Background: an optimization exercise with open tools, aiming at small area, a short achievable clock period and few clock cycles. Do not read the settings as production practice. In this exercise RTL edits were held to simulation tests only and were not proved equivalent to the original. No activity file was given, so power comes from the tool's default toggle rates.

==> flow/design.v <==
module JAM (
input CLK,
input RST,
output reg [2:0] W,
output reg [2:0] J,
input [6:0] Cost,
output reg [3:0] MatchCount,
output reg [9:0] MinCost,
output reg Valid );
localparam PRE = 2'd0, SRCH = 2'd2;
reg [1:0]  ph;
reg        qc;           
reg [2:0]  kd, jd;
reg        sk;           
reg [7:0]  Ud;           
reg [10:0] thr;          
reg [6:0]  rn;           
reg [6:0]  cf;           
reg        rowa, fina;   
reg [2:0]  Ws, Js;
reg [7:0]  Us;
reg [10:0] Xs;
reg        ss;           
reg        se;           
reg [9:0]  T;            
reg        found;
reg [2:0]  js [0:6];     
reg [10:0] X  [0:6];     
reg [2:0]  ord [0:7];    
reg [6:0]  r  [0:7];
reg [6:0]  c  [0:7];     
function [10:0] kadd;
    input [10:0] a, b;
    input        ci;
    reg   [10:0] g, p, gg, pp, cy;
    integer i, d;
    begin
        g = a & b;
        p = a ^ b;
        gg = g;
        pp = p;
        gg[0] = g[0] | (p[0] & ci);
        for (d = 1; d < 11; d = d * 2)
            for (i = 10; i >= d; i = i - 1) begin
                gg[i] = gg[i] | (pp[i] & gg[i-d]);
                pp[i] = pp[i] & pp[i-d];
            end
        cy = {gg[9:0], ci};
        kadd = p ^ cy;
    end
endfunction
function gt7;
    input [6:0] a, b;
    reg   [6:0] g, e;
    reg         g10, e10, g32, e32, g54, e54, g30, e30, g64;
    begin
        g = a & ~b;
        e = ~(a ^ b);
        g10 = g[1] | (e[1] & g[0]);  e10 = e[1] & e[0];
        g32 = g[3] | (e[3] & g[2]);  e32 = e[3] & e[2];
        g54 = g[5] | (e[5] & g[4]);  e54 = e[5] & e[4];
        g30 = g32 | (e32 & g10);
        g64 = g[6] | (e[6] & g54);   e30 = e32 & e10;
        gt7 = g64 | (e[6] & e54 & g30);
    end
endfunction
function [2:0] pe;        
    input [7:0] m;
    begin
        casez (m)
        8'b???????1: pe = 3'd0;
        8'b??????10: pe = 3'd1;
        8'b?????100: pe = 3'd2;
        8'b????1000: pe = 3'd3;
        8'b???10000: pe = 3'd4;
        8'b??100000: pe = 3'd5;
        8'b?1000000: pe = 3'd6;
        default:     pe = 3'd7;
        endcase
    end
endfunction
wire        hi   = |thr[10:7];
wire        le   = hi | ~gt7(Cost, thr[6:0]);
wire        lt   = hi | gt7(thr[6:0], Cost);
reg         dp, dl;      
wire        desc = dp & le;
wire        hit  = dl & le;
wire        impr = hit & lt;
wire [7:0]  Uc   = Ud | (8'd1 << jd);
wire [2:0]  fc   = pe(~Uc);
wire [2:0]  sf   = pe(~(Uc | (8'd1 << fc)));
wire [2:0]  kc   = kd + 3'd1;
wire [2:0]  oc   = ord[kc];
wire [2:0]  os   = (ph == PRE) ? Ws : ord[Ws];
wire [6:0]  r0   = r[ord[0]];
always @(*) begin
    if (desc) begin
        W = oc; J = fc;
    end else begin
        W = os; J = Js;
    end
end
function [10:0] add4c;
    input [10:0] a, b, d;
    input [6:0]  k;
    reg   [10:0] nk, s1, c1, s2, c2;
    begin
        nk = ~{4'd0, k};
        s1 = a ^ b ^ d;
        c1 = {((a & b) | (a & d) | (b & d)), 1'b0};
        s2 = s1 ^ c1 ^ nk;
        c2 = {((s1 & c1) | (s1 & nk) | (c1 & nk)), 1'b1};
        add4c = kadd(s2, {c2[10:1], 1'b0}, 1'b1);
    end
endfunction
wire [10:0] thrc = add4c(thr, {4'd0, rn}, {4'd0, cf}, Cost);    
wire [10:0] Xc   = add4c(thr, {4'd0, rn}, ~{1'b0, T}, Cost) + 11'd1;   
wire [6:0]  rc2  = r[ord[kd + 3'd2]];
wire [6:0]  cc2  = c[sf];
wire [7:0]  sibm = ~Us & (8'hFE << Js);
wire        hs   = |sibm;
wire [2:0]  ka   = Ws - 3'd1;
wire [2:0]  ja   = js[ka];
wire [7:0]  Ua   = Us & ~(8'd1 << ja);
wire [7:0]  pma  = ~Ua & (8'hFE << ja);
wire        ha   = (Ws != 3'd0) & |pma;
wire [2:0]  kb   = Ws - 3'd2;
wire [2:0]  kx   = ha ? ka : kb;
wire [10:0] Xk   = X[kx];
wire [2:0]  jb   = js[kb];
wire [7:0]  Ub   = Ua & ~(8'd1 << jb);
wire [7:0]  pmb  = ~Ub & (8'hFE << jb);
wire        hb   = (Ws[2:1] != 2'd0) & |pmb;
reg [2:0]  nW, nJ;
reg [7:0]  nU;
reg [10:0] nX;
reg        nss, nse;
always @(*) begin
    nss = 1'b0; nse = 1'b0;
    nW = Ws; nJ = pe(sibm); nU = Us; nX = Xs;
    if (!hs) begin
        if (ha) begin
            nW = ka; nJ = pe(pma); nU = Ua; nX = Xk;
        end else begin
            nW = kb; nJ = hb ? pe(pmb) : jb; nU = Ub; nX = Xk;
            if (!hb) begin
                if (Ws[2:1] == 2'd0 || Ws == 3'd2) nse = 1'b1;
                else nss = 1'b1;
            end
        end
    end
end
wire [6:0]  cjs  = c[Js];
wire [10:0] ts1  = {1'b0, T} ^ Xs ^ {4'd0, cjs};
wire [10:0] tc1  = ({1'b0, T} & Xs) | ({1'b0, T} & {4'd0, cjs}) | (Xs & {4'd0, cjs});
wire [10:0] thrs = kadd(ts1, {tc1[9:0], 1'b0}, 1'b0);
wire [2:0]  fs   = pe(~(Us | (8'd1 << Js)));
wire [6:0]  rs1  = r[ord[Ws + 3'd1]];
wire [6:0]  cs1  = c[fs];
wire [10:0] ss1  = {1'b0, T} ^ ~thr ^ {4'd0, Cost};
wire [10:0] sc1  = ({1'b0, T} & ~thr) | ({1'b0, T} & {4'd0, Cost}) | (~thr & {4'd0, Cost});
wire [10:0] sfull = kadd(ss1, {sc1[9:0], 1'b0}, 1'b1);
wire [9:0]  s    = sfull[9:0];           
wire [6:0]  q     = {qc, Ws, Js};
wire        tlt   = T[6:0] < thr[6:0];
wire        teq   = T[6:0] == thr[6:0];
wire [6:0]  rowv  = (Js == 3'd2) ? T[6:0] : (tlt ? T[6:0] : thr[6:0]);
wire        rowe  = (Js == 3'd1) & (q >= 7'd9) & ~qc | (q == 7'd65);           
wire [6:0]  val   = Xs[6:0] - r[7];                        
wire        row0  = (q >= 7'd10) & (q <= 7'd17);
wire [6:0]  cmin  = row0 ? val : ((val < c[0]) ? val : c[0]);
wire        colp  = (q >= 7'd10);
wire [9:0]  madd  = (ph == SRCH) ? T : (rowa ? {3'd0, r[7]} : {3'd0, c[7]});
integer i;
wire [9:0]  sm    = {cf[2:0], rn};
wire        dup   = cf[3];
reg  [4:0]  sky [0:7];
always @(*) begin
    for (i = 0; i < 6; i = i + 1) sky[i] = {Ud[i], X[i+1][10:7]};
    sky[6] = {Ud[6], Xs[10:7]};
    sky[7] = {Ud[7], thr[10:7]};
end
wire [9:0]  rsum  = sm + {3'd0, T[6:0]};
wire [9:0]  sprd  = rsum - {rowv, 3'd0};                  
wire        srt   = (q >= 7'd66) & (q <= 7'd73);         
wire        dupv  = (Js == 3'd2) ? 1'b0 : (tlt ? 1'b0 : (teq | dup));
always @(posedge CLK or posedge RST) begin
    if (RST) begin
        dp <= 1'b0;
        dl <= 1'b0;
        ph <= PRE;
        qc <= 1'b0;
        sk <= 1'b1;
        Ws <= 3'd0;
        Js <= 3'd0;
        Valid <= 1'b0;
    end else if (!Valid) begin
        case (ph)
        PRE: begin
            sk <= 1'b0;
            dp <= 1'b0;
            dl <= 1'b0;
            {qc, Ws, Js} <= {qc, Ws, Js} + 7'd1;
            if (q == 7'd74) begin
                ph <= SRCH;
                sk <= 1'b1;
                Ws <= 3'd0;
                Js <= 3'd0;
            end
        end
        default: begin
            dp <= 1'b0;
            dl <= 1'b0;
            if (desc) begin
                sk <= 1'b0;
                dp <= (kc != 3'd7);
                dl <= (kc == 3'd7);
                if (kd != 3'd6) begin
                    Ws <= kc; Js <= sf;
                end
            end else if (impr) begin
                sk <= 1'b1;
            end else if (se) begin
                if (found | hit) Valid <= 1'b1;
                else begin
                    sk <= 1'b1;
                    Ws <= 3'd0;
                    Js <= 3'd0;
                end
            end else begin
                sk <= ss;
                dp <= ~ss & (Ws != 3'd7);
                dl <= ~ss & (Ws == 3'd7);
                Ws <= nW; Js <= nJ;
            end
        end
        endcase
    end
end
reg [4:0] skn [0:7];
always @(posedge CLK) begin
    if (!Valid) begin
        case (ph)
        PRE: begin
            found <= 1'b0;
            if (!sk && q != 7'd74) begin
                T[6:0] <= Cost;
                for (i = 1; i < 6; i = i + 1) X[i][6:0] <= X[i+1][6:0];
                X[6][6:0] <= T[6:0];
                Us[6:0] <= X[1][6:0];
                Xs[6:0] <= Us[6:0];
                thr[6:0] <= rowv;
                for (i = 0; i < 7; i = i + 1) c[i] <= c[i+1];
                c[7] <= colp ? cmin : c[0];
                {cf[2:0], rn} <= (Js == 3'd2) ? {3'd0, T[6:0]} : rsum;
                cf[3] <= dupv;
                if (rowe) begin
                    for (i = 0; i < 7; i = i + 1) begin
                        r[i] <= r[i+1];
                        skn[i] = sky[i+1];
                        ord[i] <= ord[i+1];
                    end
                    r[7] <= rowv;
                    skn[7] = {~dupv, sprd[9:6]};
                    ord[7] <= Ws - 3'd1;
                end else begin
                    for (i = 0; i < 8; i = i + 1) skn[i] = sky[i];
                end
                if (srt) begin
                    for (i = 0; i < 7; i = i + 1)
                        if ((i % 2) == q[0] && sky[i] < sky[i+1]) begin
                            skn[i] = sky[i+1]; skn[i+1] = sky[i];
                            ord[i] <= ord[i+1]; ord[i+1] <= ord[i];
                        end
                end
                if (rowe || srt) begin
                    for (i = 0; i < 6; i = i + 1) begin
                        Ud[i] <= skn[i][4];
                        X[i+1][10:7] <= skn[i][3:0];
                    end
                    Ud[6] <= skn[6][4];
                    Xs[10:7] <= skn[6][3:0];
                    Ud[7] <= skn[7][4];
                    thr[10:7] <= skn[7][3:0];
                end
            end
            rowa <= (Js == 3'd1) & (q >= 7'd9) & (q <= 7'd65);
            fina <= (q >= 7'd66);
            if (rowa || fina)
                MinCost <= ((q == 7'd10) ? 10'd0 : MinCost) + madd;
            if (q == 7'd74) begin
                T <= 10'd15;
                Us <= 8'd0;
                X[0] <= {4'd0, r0};
                Xs <= {4'd0, r0};
                ss <= 1'b0;
                se <= 1'b0;
            end
        end
        default: begin
            if (hit) begin
                found <= 1'b1;
                MatchCount <= (lt | ~found) ? 4'd1 : MatchCount + 4'd1;
                if (lt) T <= s;
            end
            if (desc) begin
                kd <= kc; jd <= fc;
                Ud <= Uc; thr <= thrc; rn <= rc2; cf <= cc2;
                js[kd] <= jd;
                if (kd != 3'd6) X[kc] <= Xc;
                if (kd != 3'd6) begin
                    Us <= Uc; Xs <= Xc; ss <= 1'b0; se <= 1'b0;
                end
            end else if (impr) begin
            end else if (se) begin
                if (!(found | hit)) begin
                    T <= {T[8:0], 1'b1};
                    Us <= 8'd0;
                    Xs <= X[0];
                    ss <= 1'b0;
                    se <= 1'b0;
                end else begin
                    MinCost <= MinCost + madd;
                end
            end else begin
                kd <= Ws; jd <= Js;
                Ud <= Us; thr <= thrs; rn <= rs1; cf <= cs1;
                Us <= nU; Xs <= nX; ss <= nss; se <= nse;
            end
        end
        endcase
    end
end
endmodule
make LEC_CHECK=0 ABC_AREA=1 CAP_MARGIN=20 CORE_MARGIN=2 CORE_UTILIZATION=60 SETUP_SLACK_MARGIN=2.0 SLEW_MARGIN=20 finish   # period 6.0 ns
run.sh (not shown) runs the stock make flow with config.mk's settings and CLKGATE_MAP_FILE= SYNTH_SCRIPT=/design/flow/synth_recipe.tcl, a recipe that flattens the netlist after the stock synthesis.
Testbench counts at the start, summed over its fixed seeds: cycles 5,820.
Then changed:
--- a/flow/design.v
+++ b/flow/design.v
@@ -25,10 +25,12 @@
 reg [9:0]  T;            
 reg        found;
 reg [2:0]  js [0:6];     
 reg [10:0] X  [0:6];     
 reg [2:0]  ord [0:7];    
+reg [3:0]  sky [0:7];    
+reg [9:0]  sm;           
 reg [6:0]  r  [0:7];
 reg [6:0]  c  [0:7];     
 function [10:0] kadd;
     input [10:0] a, b;
     input        ci;
@@ -160,32 +162,20 @@
 wire [10:0] ss1  = {1'b0, T} ^ ~thr ^ {4'd0, Cost};
 wire [10:0] sc1  = ({1'b0, T} & ~thr) | ({1'b0, T} & {4'd0, Cost}) | (~thr & {4'd0, Cost});
 wire [10:0] sfull = kadd(ss1, {sc1[9:0], 1'b0}, 1'b1);
 wire [9:0]  s    = sfull[9:0];           
 wire [6:0]  q     = {qc, Ws, Js};
-wire        tlt   = T[6:0] < thr[6:0];
-wire        teq   = T[6:0] == thr[6:0];
-wire [6:0]  rowv  = (Js == 3'd2) ? T[6:0] : (tlt ? T[6:0] : thr[6:0]);
+wire [6:0]  rowv  = (Js == 3'd2) ? T[6:0] : ((T[6:0] < thr[6:0]) ? T[6:0] : thr[6:0]);
 wire        rowe  = (Js == 3'd1) & (q >= 7'd9) & ~qc | (q == 7'd65);           
 wire [6:0]  val   = Xs[6:0] - r[7];                        
 wire        row0  = (q >= 7'd10) & (q <= 7'd17);
 wire [6:0]  cmin  = row0 ? val : ((val < c[0]) ? val : c[0]);
 wire        colp  = (q >= 7'd10);
 wire [9:0]  madd  = (ph == SRCH) ? T : (rowa ? {3'd0, r[7]} : {3'd0, c[7]});
-integer i;
-wire [9:0]  sm    = {cf[2:0], rn};
-wire        dup   = cf[3];
-reg  [4:0]  sky [0:7];
-always @(*) begin
-    for (i = 0; i < 6; i = i + 1) sky[i] = {Ud[i], X[i+1][10:7]};
-    sky[6] = {Ud[6], Xs[10:7]};
-    sky[7] = {Ud[7], thr[10:7]};
-end
 wire [9:0]  rsum  = sm + {3'd0, T[6:0]};
 wire [9:0]  sprd  = rsum - {rowv, 3'd0};                  
 wire        srt   = (q >= 7'd66) & (q <= 7'd73);         
-wire        dupv  = (Js == 3'd2) ? 1'b0 : (tlt ? 1'b0 : (teq | dup));
 always @(posedge CLK or posedge RST) begin
     if (RST) begin
         dp <= 1'b0;
         dl <= 1'b0;
         ph <= PRE;
@@ -235,11 +225,11 @@
             end
         end
         endcase
     end
 end
-reg [4:0] skn [0:7];
+integer i;
 always @(posedge CLK) begin
     if (!Valid) begin
         case (ph)
         PRE: begin
             found <= 1'b0;
@@ -250,41 +240,28 @@
                 Us[6:0] <= X[1][6:0];
                 Xs[6:0] <= Us[6:0];
                 thr[6:0] <= rowv;
                 for (i = 0; i < 7; i = i + 1) c[i] <= c[i+1];
                 c[7] <= colp ? cmin : c[0];
-                {cf[2:0], rn} <= (Js == 3'd2) ? {3'd0, T[6:0]} : rsum;
-                cf[3] <= dupv;
+                sm <= (Js == 3'd2) ? {3'd0, T[6:0]} : rsum;
                 if (rowe) begin
                     for (i = 0; i < 7; i = i + 1) begin
                         r[i] <= r[i+1];
-                        skn[i] = sky[i+1];
+                        sky[i] <= sky[i+1];
                         ord[i] <= ord[i+1];
                     end
                     r[7] <= rowv;
-                    skn[7] = {~dupv, sprd[9:6]};
+                    sky[7] <= sprd[9:6];
                     ord[7] <= Ws - 3'd1;
-                end else begin
-                    for (i = 0; i < 8; i = i + 1) skn[i] = sky[i];
                 end
                 if (srt) begin
                     for (i = 0; i < 7; i = i + 1)
                         if ((i % 2) == q[0] && sky[i] < sky[i+1]) begin
-                            skn[i] = sky[i+1]; skn[i+1] = sky[i];
+                            sky[i] <= sky[i+1]; sky[i+1] <= sky[i];
                             ord[i] <= ord[i+1]; ord[i+1] <= ord[i];
                         end
                 end
-                if (rowe || srt) begin
-                    for (i = 0; i < 6; i = i + 1) begin
-                        Ud[i] <= skn[i][4];
-                        X[i+1][10:7] <= skn[i][3:0];
-                    end
-                    Ud[6] <= skn[6][4];
-                    Xs[10:7] <= skn[6][3:0];
-                    Ud[7] <= skn[7][4];
-                    thr[10:7] <= skn[7][3:0];
-                end
             end
             rowa <= (Js == 3'd1) & (q >= 7'd9) & (q <= 7'd65);
             fina <= (q >= 7'd66);
             if (rowa || fina)
                 MinCost <= ((q == 7'd10) ? 10'd0 : MinCost) + madd;
Outcome:
- The new run went through all stages and came out clean
- power rose by 11%
- final cell count fell by 3.1%
- critical path depth fell by 10
- cell area rose by 0.71%
- routed wire length fell by 13%
- worst setup slack gets better by 0.14 ns
- synthesized cell count fell by 2.8%
- clock power rose by 12%
- clock skew fell by 0.011 ns
- maximum frequency rose by 3.5%
Testbench counts after the change, summed over its fixed seeds: cycles 6,463.

[static timing again, ports no longer ideal]
Ports are ideal in the flow. The routed layouts listed here were re-timed in OpenROAD.
Step 1 (the two cells are an assumption about what drives the block):
set clk [get_ports {CLK}]
set_driving_cell -lib_cell sky130_fd_sc_hd__clkbuf_16 $clk
set_driving_cell -lib_cell sky130_fd_sc_hd__buf_2 [delete_from_list [all_inputs] $clk]
Step 2 times the ports against the registers' clock, not the clock port: input delays grow and output delays shrink by t, the midpoint of the rising clock arrivals with the driver on.
a / b / c = no drivers / after step 1 / after step 2; a / b = the first two.
run | t, ns | setup slack, ns | worst hold slack (ns) | worst data-port slew with drivers (ns) | pins driven straight from the clock port
the first run | 0.643 | 1.678 / 1.678 / 1.295 | 0.428 / 0.428 / 0.428 | 0.06 | 1
the second run | 0.651 | 1.823 / 1.763 / 1.497 | 0.451 / 0.451 / 0.451 | 0.06 | 1
After both steps setup and hold are still met in every run listed. For the first run, which loses most, drivers alone change the setup slack by 0.000 ns; drivers and shift together by -0.383 ns.
